From an optimization exercise on the open Yosys and OpenROAD flow, aimed at small area and a short achievable clock period; shortcuts taken in it are not production practice. Only simulation tests tie the RTL to the original design; equivalence was not proved. No driver is modelled on the clock port, so clocking that relies on it looks cheaper here than on a real chip. Power is estimated from default activity; no workload was simulated.

==> flow/design.v (excerpt) <==
module parameterized_signed_alu #(parameter in_data_width=16,out_data_width=16,arith_out_data_width=32)(
input signed [in_data_width-1:0]A,B,
input clk,rst,
input [3:0]alu_fn,
output shift_flag,arith_flag,logic_flag,cmp_flag,carry_out,
output [out_data_width-1:0]shift_out,logic_out,cmp_out,
output signed[arith_out_data_width-1:0] arith_out
);
For scale: roughly 48 flip-flops, ~120 I/O pins, ~16000 µm² of cells after synthesis.
clock: 85.0 ns
lec_check: 0
abc_area: 1
cap_margin: 20
core_margin: 2
core_utilization: 70
slew_margin: 20
synth_hierarchical: 1
synth_minimum_keep_size: 0
standard.sh (not shown) runs the stock make flow with config.mk's settings and CLKGATE_MAP_FILE= SYNTH_SCRIPT=/design/flow/synth_recipe.tcl, a recipe that flattens the netlist after the stock synthesis.
==> flow/flow/run.sh <==
#!/bin/bash
export BUFFER_PORTS_ARGS="-buffer_cell sky130_fd_sc_hd__buf_2"
export PRE_CTS_TCL="$PWD/flow/tighten.tcl"
export TIGHT_PERIOD=29.0
bash standard.sh > standard.log 2>&1
==> flow/flow/tighten.tcl <==
# Runs at the start of the CTS step (PRE_CTS_TCL), on the placed design.
# Repair setup timing against a clock of TIGHT_PERIOD ns (same input/output delays),
# legalize, then restore the step's own constraints (the design's clock period).
set sdc_in $::env(RESULTS_DIR)/3_place.sdc
set f [open $sdc_in r]
set txt [read $f]
close $f
regsub -all -- {-period\s+[0-9.]+} $txt "-period $::env(TIGHT_PERIOD)" tight
set tight_sdc $::env(OBJECTS_DIR)/tight_clock.sdc
set f [open $tight_sdc w]
puts $f $tight
close $f

set_dont_use $::env(DONT_USE_CELLS)
read_sdc $tight_sdc
estimate_parasitics -placement
puts "tighten: worst slack at $::env(TIGHT_PERIOD) ns before repair: [sta::worst_slack_cmd max]"
repair_timing -setup -repair_tns 100 -verbose
detailed_placement
estimate_parasitics -placement
puts "tighten: worst slack at $::env(TIGHT_PERIOD) ns after repair: [sta::worst_slack_cmd max]"
read_sdc $sdc_in
puts "tighten: constraints restored from $sdc_in, worst slack [sta::worst_slack_cmd max]"
The first run produced a clean layout.
==> next run, changes <==
==> flow/run.sh (new file) <==
#!/bin/bash
# synth_recipe.tcl (not shown) runs the flow's synth.tcl, then flattens the netlist and writes it again
# the make line also repeats each setting of config.mk as NAME=value (left out here)
make -C /OpenROAD-flow-scripts/flow DESIGN_CONFIG=/design/flow/config.mk WORK_HOME=/design/flow/orfs CLKGATE_MAP_FILE= SYNTH_SCRIPT=/design/flow/synth_recipe.tcl finish
--- a/flow/config.mk
+++ b/flow/config.mk
@@ -10,3 +10,3 @@
 export CORE_MARGIN = 2
-export CORE_UTILIZATION = 70
+export CORE_UTILIZATION = 40
 export SLEW_MARGIN = 20
removed: flow/flow/run.sh
removed: flow/flow/tighten.tcl
removed: flow/standard.sh
Outcome: Combinational power decreases by roughly a tenth; cell count increases by a few percent; routed wire length increases slightly; worst setup slack gets worse by 1700 ps; global-route usage decreases by 20 points; cell area decreases slightly.
==> next run, changes <==
--- a/flow/config.mk
+++ b/flow/config.mk
@@ -10,3 +10,3 @@
 export CORE_MARGIN = 2
-export CORE_UTILIZATION = 40
+export CORE_UTILIZATION = 85
 export SLEW_MARGIN = 20
This time the run ended with an error in global placement (3_3_place_gp); synthesized area stays the same; synthesized cell count does not change.

========
parameterized_signed_alu again, from the RTL that the note above started with.
Design parameterized_signed_alu, start of the top module:
module parameterized_signed_alu #(parameter in_data_width=16,out_data_width=16,arith_out_data_width=32)(
input signed [in_data_width-1:0]A,B,
input clk,rst,
input [3:0]alu_fn,
output shift_flag,arith_flag,logic_flag,cmp_flag,carry_out,
output [out_data_width-1:0]shift_out,logic_out,cmp_out,
output signed[arith_out_data_width-1:0] arith_out
);
localparam K0 = 6;               
localparam RW = 16 - K0;         
localparam DSW = 1 + 16 + RW + RW + K0;    
localparam WW = (DSW > 32) ? DSW : 32;
wire arith_en = (alu_fn[3:2] == 2'b00);
wire logic_en = (alu_fn[3:2] == 2'b01);
wire cmp_en   = (alu_fn[3:2] == 2'b10);
wire shift_en = (alu_fn[3:2] == 2'b11);
wire [16:0] sum;
wire ge;
wire ad_sub = alu_fn[0] | alu_fn[3];
  wire [16:0] ad_c;
  wire [15:0] ad_bb = B ^ {16{ad_sub}};
  assign ad_c[0] = ad_sub;
  genvar ad_i;
  generate for (ad_i = 0; ad_i < 16; ad_i = ad_i + 1) begin : ad_bt
    alu_fa ad_u_fa (.a(A[ad_i]), .b(ad_bb[ad_i]), .c(ad_c[ad_i]), .s(sum[ad_i]), .co(ad_c[ad_i+1]));
  end endgenerate
  assign sum[16] = A[15] ^ ad_bb[15] ^ ad_c[16];
  assign ge = ad_c[16];
wire [31:0] prod;
  ...
clock: 85.0 ns
lec_check: 0
abc_area: 1
cap_margin: 20
core_margin: 2
core_utilization: 70
slew_margin: 20
synth_hierarchical: 1
synth_minimum_keep_size: 0
run.sh (not shown) runs the stock make flow with config.mk's settings and CLKGATE_MAP_FILE= SYNTH_SCRIPT=/design/flow/synth_recipe.tcl, a recipe that flattens the netlist after the stock synthesis.
Stock flow here: none of the scripts above is used.
Change:
==> flow/flow/run.sh (new file) <==
#!/bin/bash
cp standard.sh standard.sh.txt
export BUFFER_PORTS_ARGS="-buffer_cell sky130_fd_sc_hd__buf_2"
bash standard.sh > standard.log 2>&1
==> flow/standard.sh (new file) <==
#!/bin/bash
# synth_recipe.tcl (not shown) runs the flow's synth.tcl, then flattens the netlist and writes it again
# the make line also repeats each setting of config.mk as NAME=value (left out here)
make -C /OpenROAD-flow-scripts/flow DESIGN_CONFIG=/design/flow/config.mk WORK_HOME=/design/flow/orfs CLKGATE_MAP_FILE= SYNTH_SCRIPT=/design/flow/synth_recipe.tcl "${@:-finish}"
removed: flow/run.sh
Setup slack improves by 0.49 ns.
Design area falls by 3.2%.
Wire length falls by 2.3%.
Power falls by 0.80%.
Clock-buffer cell count stays the same.
Area after synthesis stays the same.
Via count falls by 1.0%.
Synthesized cell count does not change.
Change:
==> flow/flow/run.sh (replaced) <==
#!/bin/bash
export BUFFER_PORTS_ARGS="-buffer_cell sky130_fd_sc_hd__buf_2"
export PRE_CTS_TCL="$PWD/flow/tighten.tcl"
export TIGHT_PERIOD=30.5
bash standard.sh > standard.log 2>&1
==> flow/flow/tighten.tcl (new file) <==
# Runs at the start of the CTS step (PRE_CTS_TCL), on the placed design.
# Repair setup timing against a clock of TIGHT_PERIOD ns (same input/output delays),
# legalize, then restore the step's own constraints (the design's clock period).
set sdc_in $::env(RESULTS_DIR)/3_place.sdc
set f [open $sdc_in r]
set txt [read $f]
close $f
regsub -all -- {-period\s+[0-9.]+} $txt "-period $::env(TIGHT_PERIOD)" tight
set tight_sdc $::env(OBJECTS_DIR)/tight_clock.sdc
set f [open $tight_sdc w]
puts $f $tight
close $f

set_dont_use $::env(DONT_USE_CELLS)
read_sdc $tight_sdc
estimate_parasitics -placement
puts "tighten: worst slack at $::env(TIGHT_PERIOD) ns before repair: [sta::worst_slack_cmd max]"
repair_timing -setup -repair_tns 100 -verbose
detailed_placement
estimate_parasitics -placement
puts "tighten: worst slack at $::env(TIGHT_PERIOD) ns after repair: [sta::worst_slack_cmd max]"
read_sdc $sdc_in
puts "tighten: constraints restored from $sdc_in, worst slack [sta::worst_slack_cmd max]"
Outcome:
- die area does not change
- wire length barely changes
- clock-buffer cell count is unchanged
- combinational power hardly moves
- design area stays flat
- via count goes down by 0.34%

## what the ideal ports hide
The flow's constraints put no driver on any port. The routed layouts listed below were extracted and timed again, unchanged, in two steps.
Step 1: set_driving_cell puts a clkbuf_16 on clk and a buf_2 on each other input, an assumption about the parent block.
Step 2, shift: input delay + t, output delay - t, t = (earliest + latest rising clock arrival at the registers) / 2. This alone moves slack from input paths to output paths.
Slacks: ideal ports / drivers / drivers and shift; pairs: ideal ports / drivers.
run | shift t [ns] | setup WS [ns] | slew at the worst register clock pin (ns) | cell pins on the clock port's net
the first run of note 1 | 0.326 | 55.374 / 55.335 / 55.120 | 0.07 / 0.07 | 1
the second run of note 1 | 0.340 | 53.677 / 53.635 / 53.638 | 0.07 / 0.07 | 1
the first run of note 2 | 0.335 | 53.812 / 53.835 / 53.500 | 0.07 / 0.07 | 1
the second run of note 2 | 0.328 | 54.298 / 54.301 / 53.987 | 0.07 / 0.07 | 1
the third run of note 2 | 0.334 | 54.321 / 54.278 / 54.399 | 0.07 / 0.07 | 1
After both steps every run listed still meets setup and hold. The setup slack of the first run of note 2, which loses most, moves by +0.023 ns with the drivers and by -0.312 ns with both steps.
